This design comes from an exercise in tuning for small area on the open sky130 flow, not from production work.
The RTL was checked by simulation tests, not by an equivalence proof against the original design.
Power is estimated from default activity; no workload was simulated.

===== flow/run.sh =====
#!/bin/bash
# synth_recipe.tcl (not shown) runs the flow's synth.tcl, then flattens the netlist and writes it again
# the make line also repeats each setting of config.mk as NAME=value (left out here)
make -C /OpenROAD-flow-scripts/flow DESIGN_CONFIG=/design/flow/config.mk WORK_HOME=/design/flow/orfs CLKGATE_MAP_FILE= SYNTH_SCRIPT=/design/flow/synth_recipe.tcl finish

===== flow/constraint.sdc =====
create_clock -name core_clock -period 10.0 [get_ports {clk}]
set_input_delay 2.0000 -clock core_clock [delete_from_list [all_inputs] [get_ports {clk}]]
set_output_delay 2.0000 -clock core_clock [all_outputs]
set_load 0.01 [all_outputs]

===== flow/config.mk =====
export PLATFORM = sky130hd
export DESIGN_NAME = rgb_mixer
export DESIGN_NICKNAME = rgb_mixer
export VERILOG_FILES = /design/flow/design.v
export SDC_FILE = /design/flow/constraint.sdc
export NUM_CORES = 4
export LEC_CHECK = 0
export CAP_MARGIN = 20
export CORE_MARGIN = 2
export CORE_UTILIZATION = 40
export SLEW_MARGIN = 20

===== flow/design.v =====
`default_nettype none
`timescale 1ns/1ns
module clkdivider (
    input clk, rst,
    output clk_en
    );
parameter terminalcount = (3);
parameter counter_width = 16;
reg [counter_width-1:0] count;
reg clk_div;
wire tc;
assign tc = (count == terminalcount);	 
assign clk_en = tc & !clk_div;
always @ (posedge(clk))
begin
    if (rst) count <= 0;
    else if (tc) count <= 0;		 
    else count <= count + 1;
end
always @ (posedge(clk))
begin
    if (rst) clk_div <= 0;
    else if (tc) clk_div <= !clk_div;	 
end
endmodule
`default_nettype none
`timescale 1ns/1ns
module debounce #(
    parameter HIST_LEN = 8
    )(
    input wire clk,
    input wire en,
    input wire reset,
    input wire button,
    output reg debounced
     );
    localparam on_value = 2 ** HIST_LEN - 1;
    reg [HIST_LEN-1:0] button_hist;
    always @(posedge clk) begin
        if(reset) begin
            button_hist <= 0;
            debounced <= 1'b0;
        end else if(en) begin
            button_hist <= {button_hist[HIST_LEN-2:0], button};
            if(button_hist == on_value)
                debounced <= 1'b1;
            else if(button_hist == {HIST_LEN{1'b0}})
                debounced <= 1'b0;
       end
    end
endmodule
`default_nettype none
`timescale 1ns/1ns
module encoder #(
    parameter WIDTH = 8,
    parameter INCREMENT = 1'b1
    )(
    input clk,
    input en,
    input reset,
    input a,
    input b,
    output reg [WIDTH-1:0] value
    );
    reg old_a;
    reg old_b;
    always @(posedge clk) 
     begin
        if(reset) 
         begin
            old_a <= 0;
            old_b <= 0;
            value <= 0;
         end 
        else if (en)
         begin
            old_a <= a;
            old_b <= b;
           if ((value > 8'b00000000) && (value < 8'b11111111))
            begin         
             case ({a,old_a,b,old_b})
                4'b1000: value <= value + INCREMENT;
                4'b0111: value <= value + INCREMENT;
                4'b0010: value <= value - INCREMENT;
                4'b1101: value <= value - INCREMENT;
                default: value <= value;
             endcase
            end 
            if (value == 8'b00000000)
            begin         
             case ({a,old_a,b,old_b})
                4'b1000: value <= value + INCREMENT;
                4'b0111: value <= value + INCREMENT;
                default: value <= value;
             endcase
            end 
            if (value == 8'b11111111)
            begin         
             case ({a,old_a,b,old_b})
                4'b0010: value <= value - INCREMENT;
                4'b1101: value <= value - INCREMENT;   
                default: value <= value;
             endcase
            end 
         end
    end
endmodule
`default_nettype none
`timescale 1ns/1ns
module pwm #(
    parameter WIDTH = 8,
    parameter INVERT = 0
    ) 
    (
    input wire clk,
    input wire en,
    input wire reset,
    output wire out,
    input wire [WIDTH-1:0] level
    );
    reg [WIDTH-1:0] count;
    wire pwm_on = count < level;
    always @(posedge clk) begin
        if(reset)
            count <= 1'b0;
        else if(en)
            count <= count + 1'b1;
    end
    assign out = reset ? 1'b0:
        INVERT == 1'b0 ? pwm_on : ! pwm_on;
endmodule
`default_nettype none
`timescale 1ns/1ns
module rgb_mixer (
    input clk,
    input reset,
    input enc0_a,
    input enc0_b,
    input enc1_a,
    input enc1_b,
    input enc2_a,
    input enc2_b,
    output pwm0_out,
    output pwm1_out,
    output pwm2_out
);
    wire clk_en;
    wire enc0_a_db, enc0_b_db;
    wire enc1_a_db, enc1_b_db;
    wire enc2_a_db, enc2_b_db;
    wire [7:0] enc0, enc1, enc2;
    debounce #(.HIST_LEN(8)) debounce0_a(.clk(clk), .en(clk_en), .reset(reset), .button(enc0_a), .debounced(enc0_a_db));
    debounce #(.HIST_LEN(8)) debounce0_b(.clk(clk), .en(clk_en), .reset(reset), .button(enc0_b), .debounced(enc0_b_db));
    debounce #(.HIST_LEN(8)) debounce1_a(.clk(clk), .en(clk_en), .reset(reset), .button(enc1_a), .debounced(enc1_a_db));
    debounce #(.HIST_LEN(8)) debounce1_b(.clk(clk), .en(clk_en), .reset(reset), .button(enc1_b), .debounced(enc1_b_db));
    debounce #(.HIST_LEN(8)) debounce2_a(.clk(clk), .en(clk_en), .reset(reset), .button(enc2_a), .debounced(enc2_a_db));
    debounce #(.HIST_LEN(8)) debounce2_b(.clk(clk), .en(clk_en), .reset(reset), .button(enc2_b), .debounced(enc2_b_db));
    encoder #(.WIDTH(8)) encoder0(.clk(clk), .en(clk_en), .reset(reset), .a(enc0_a_db), .b(enc0_b_db), .value(enc0));
    encoder #(.WIDTH(8)) encoder1(.clk(clk), .en(clk_en), .reset(reset), .a(enc1_a_db), .b(enc1_b_db), .value(enc1));
    encoder #(.WIDTH(8)) encoder2(.clk(clk), .en(clk_en), .reset(reset), .a(enc2_a_db), .b(enc2_b_db), .value(enc2));
    pwm #(.WIDTH(8)) pwm0(.clk(clk), .en(clk_en), .reset(reset), .out(pwm0_out), .level(enc0));
    pwm #(.WIDTH(8)) pwm1(.clk(clk), .en(clk_en), .reset(reset), .out(pwm1_out), .level(enc1));
    pwm #(.WIDTH(8)) pwm2(.clk(clk), .en(clk_en), .reset(reset), .out(pwm2_out), .level(enc2));
    clkdivider #(.counter_width(16)) clkdivider0(.clk(clk), .rst(reset), .clk_en(clk_en));
endmodule

==> results.json <==
{
  "holdPathEnd": "encoder2.old_b",
  "synth_sequential_area_ratio_pct": 39.1,
  "start_kind": "input port",
  "p_leak_nw": 2.44,
  "final.min_clock_period_ns": 5.52,
  "clkTransAtPathRegs_ns": 0.05,
  "cp_num_buf_inv": 2,
  "diodes": 0,
  "initial_utilization_pct": 40.5,
  "die_x_um": 130,
  "ctsHoldBuffers": 0,
  "cp_slowest_cell": "clkdlybuf4s50_1",
  "drt-total-wl_um": 13000,
  "max-cap-violations": 0,
  "syn_to_final_growth_pct": 12.5,
  "yosysWarnings": 4,
  "timing.hold.ws_ns": 0.463,
  "max_clock_freq_ghz": 0.181,
  "reg2reg_slack_ns": 6.33,
  "slew_headroom_pct": 43.1,
  "avgSynthCellArea_um2": 7.95,
  "grt_max_degree": 82,
  "dr.pass1.iters": 5,
  "drt_iter0_drc": 345,
  "die_area_um2": 17000,
  "wl_per_cell_um": 12.6,
  "critPathCaptureType": "primary output",
  "syn_nets": 846,
  "fp-row-count": 46,
  "num_io_pins": 11,
  "critPathMaxStageDelay_ns": 0.60,
  "tightest_slew_ns": 0.854,
  "vias_per_cell": 5.21,
  "portBuffers": 10,
  "post_cts_resized": 0,
  "hold_violations": 0,
  "yosys_register_bits": 125,
  "rr_startpoint": "clkdivider0.count[0]",
  "synth-edff-count": 0,
  "ys_async_sr_fraction_pct": 0,
  "cts_tree": "built",
  "status": "no timing/DRC/antenna violations",
  "clkLatencyLatePin_ns": 0.41,
  "clock_skew_ns": 0.00496,
  "overflow": 0,
  "setup_violations": 0,
  "nets": 842,
  "period_share_pct": 55.2,
  "syn_inst": 804,
  "drive_gt1_share_pct": 6.41,
  "hold_start": "encoder2.old_b",
  "irDropWorstVdd_mv": 0.128,
  "cts_setup_buffers": 0,
  "tns_ns": 0,
  "p_per_area_nw_per_um2": 157,
  "grt_pass1_wl_um": 22500,
  "die_h_um": 130,
  "critPathTopFamily": "buffers and inverters",
  "htreeDepth": 4,
  "core-area_um2": 15800,
  "gp_congestion": 0.788,
  "cts_root_buf": "clkbuf_16",
  "drcViolationCount": 0,
  "grt_usage_pct": 16.3,
  "crit_fanout": 47,
  "r2r-end": "encoder0.value[4]",
  "rsz0062_at_grt": "false",
  "slew_violations": 0,
  "synth.distinct_cells": 57,
  "yosys_most_used_dff": "dfxtp_1",
  "worstPathRequired_ns": 8.00,
  "clock_sinks": 125,
  "antenna_found_initial": 0,
  "ctsLongestPathBuffers": 2,
  "worst_hold_path.num_cells": 2,
  "r2r_cells": 9,
  "hold_class": "flip-flop to flip-flop",
  "crit_type": "input port to primary output",
  "crit_chain": "buf_4 > or4_1 > o311ai_0 > clkdlybuf4s50_1",
  "syn-cell-area_um2": 6390,
  "crit_arrival_ns": 3.52,
  "grt_pass1_vias": 4881,
  "cts_buffers": 17,
  "place_hpwl_um": 8330,
  "via_count": 5346,
  "ant_nets": 0
}
state kept, by name, summed over array words and instances, names as in the netlist, 8 cells and up:
signal and count:
pwm0.count 8, debounce0_a.button_hist 8, clkdivider0.count 16, debounce0_b.button_hist 8
encoder2.value 8, debounce1_b.button_hist 8, debounce1_a.button_hist 8, pwm1.count 8
pwm2.count 8, debounce2_a.button_hist 8, encoder0.value 8, debounce2_b.button_hist 8
encoder1.value 8
layer usage:
metal / up-vias / wire (um) / GRT usage (%)
met2: 40 / 5800 / 26.1
met4: 0 / 149 / 5.82
met5: - / 0 / 0
li1: 2837 / - / -
met1: 2460 / 6720 / 21.7
met3: 9 / 296 / 3.66
cell families (layout without fill, tap and decap cells):
kind of cell    count (synthesis)  in the layout  synth area share [%]
xor+xnor                       37             37                  5.07
simple gates                  372            372                  28.0
flops                         125            125                  39.1
compound gates                156            156                  14.5
fa+ha+maj                      34             34                  6.65
buf+inv                        66             73                  4.13
mux                            14             14                  2.47
worst max-delay path by stage:
| stage | startpoint | end | slack, ns | cells past startpoint |
|---|---|---|---|---|
| 6_report | reset | pwm0_out | 4.48 | 4 |
| 5_1_grt | reset | pwm0_out | 4.41 | 4 |
| 4_1_cts | reset | pwm0_out | 4.45 | 4 |
| 3_5_place_dp | reset | pwm0_out | 4.45 | 4 |
| 3_3_place_gp | reset | pwm0_out | 4.49 | 4 |
| 2_1_floorplan | reset | pwm0_out | 5.09 | 3 |
power by group:
group	switching (mW)	internal [mW]	leakage [nW]
clock	0.213	0.368	0.273
combinational	0.0276	0.00995	1.16
sequential	0.00521	0.502	1.01
synthesized netlist by cell type, types with 2 or more instances:
cell / n / share of area [%]
nand2b_1: 5 / 0.49
and2_1: 3 / 0.29
or3_1: 12 / 1.2
xor2_1: 17 / 2.3
and3_1: 8 / 0.78
mux2_2: 10 / 1.8
o21ai_0: 29 / 2.3
or4_1: 7 / 0.82
a211oi_1: 3 / 0.35
nor4b_1: 2 / 0.27
a32oi_1: 2 / 0.27
nand2_1: 143 / 8.4
mux2i_1: 3 / 0.47
nor2b_1: 4 / 0.39
inv_1: 28 / 1.6
buf_6: 2 / 0.35
nand4b_1: 2 / 0.27
o211ai_1: 7 / 0.82
o2111ai_1: 3 / 0.41
nand4_1: 31 / 3.0
or4b_1: 2 / 0.31
nor4_1: 16 / 1.6
dfxtp_1: 125 / 39
o22ai_1: 3 / 0.29
and4_1: 4 / 0.55
o21a_1: 2 / 0.23
nand3_1: 30 / 2.3
ha_1: 34 / 6.7
xnor2_1: 20 / 2.7
or2_2: 2 / 0.20
nor2_1: 70 / 4.1
a21o_1: 8 / 0.94
nor4_2: 2 / 0.39
o311ai_0: 3 / 0.41
o31ai_1: 3 / 0.35
clkbuf_1: 34 / 2.0
nor3_1: 24 / 1.9
a21oi_1: 82 / 6.4
per-stage QoR:
step           instances  setup slack, ns  cell area, um^2  util [%]  power (mW)
6_report            1027             4.48             7190      45.6        1.13
5_1_grt             1027             4.41             7190      45.6        1.17
4_1_cts             1027             4.45             7190      45.6        1.14
3_5_place_dp         997             4.45             6640      42.1       0.556
3_3_place_gp         997             4.49             6640      42.1       0.556
2_1_floorplan        804             5.09             6390         -       0.545
final cells by class:
type / count / area, um^2
Clock buffer: 22 / 454
Clock inverter: 8 / 93.8
Fill cell: 1639 / 8580
Inverter: 29 / 109
Multi-Input combinational cell: 613 / 3630
Sequential cell: 125 / 2500
Tap cell: 216 / 270
Timing Repair Buffer: 14 / 128
tightest hold or removal path: cells and delay by family (launching register included):
| kind | cells | cell delay [ns] |
|---|---|---|
| AND/OR/NAND/NOR | 1 | 0.05 |
| AO/OA/AOI/OAI | 1 | 0.05 |
| flip-flops | 1 | 0.31 |
cell usage in the layout, fill, tap and decap left out, drive strengths merged, types with 8 or more instances in the layout:
cell / count
a21o: 8
a21oi: 82
and3: 8
clkbuf: 22
clkdlybuf4s50: 9
dfxtp: 125
ha: 34
inv: 28
mux2: 11
nand2: 143
nand3: 30
nand4: 31
nor2: 71
nor3: 24
nor4: 18
o21ai: 29
or3: 12
xnor2: 20
xor2: 17

-- afterwards: timing with drivers on the ports --
The flow's constraints put no driver on any port. The routed layout listed below was extracted and timed again, unchanged, in two steps.
Step 1: set_driving_cell puts a clkbuf_16 on clk and a buf_2 on each other input, an assumption about the parent block.
Step 2 times the ports against the registers' clock, not the clock port: input delays grow and output delays shrink by t, the midpoint of the rising clock arrivals with the driver on.
Slacks: ideal / step 1 / step 2; pairs: ideal / step 1.
t, ns: 0.451
setup WS [ns]: 4.479 / 4.458 / 4.458
worst hold slack (ns): 0.463 / 0.463 / 0.463
worst slew at a driven data input, ns: 0.03
pins driven straight from the clock port: 1
After both steps setup and hold are still met in this run. The setup slack of this run moves by -0.021 ns with the drivers and by -0.021 ns with both steps.
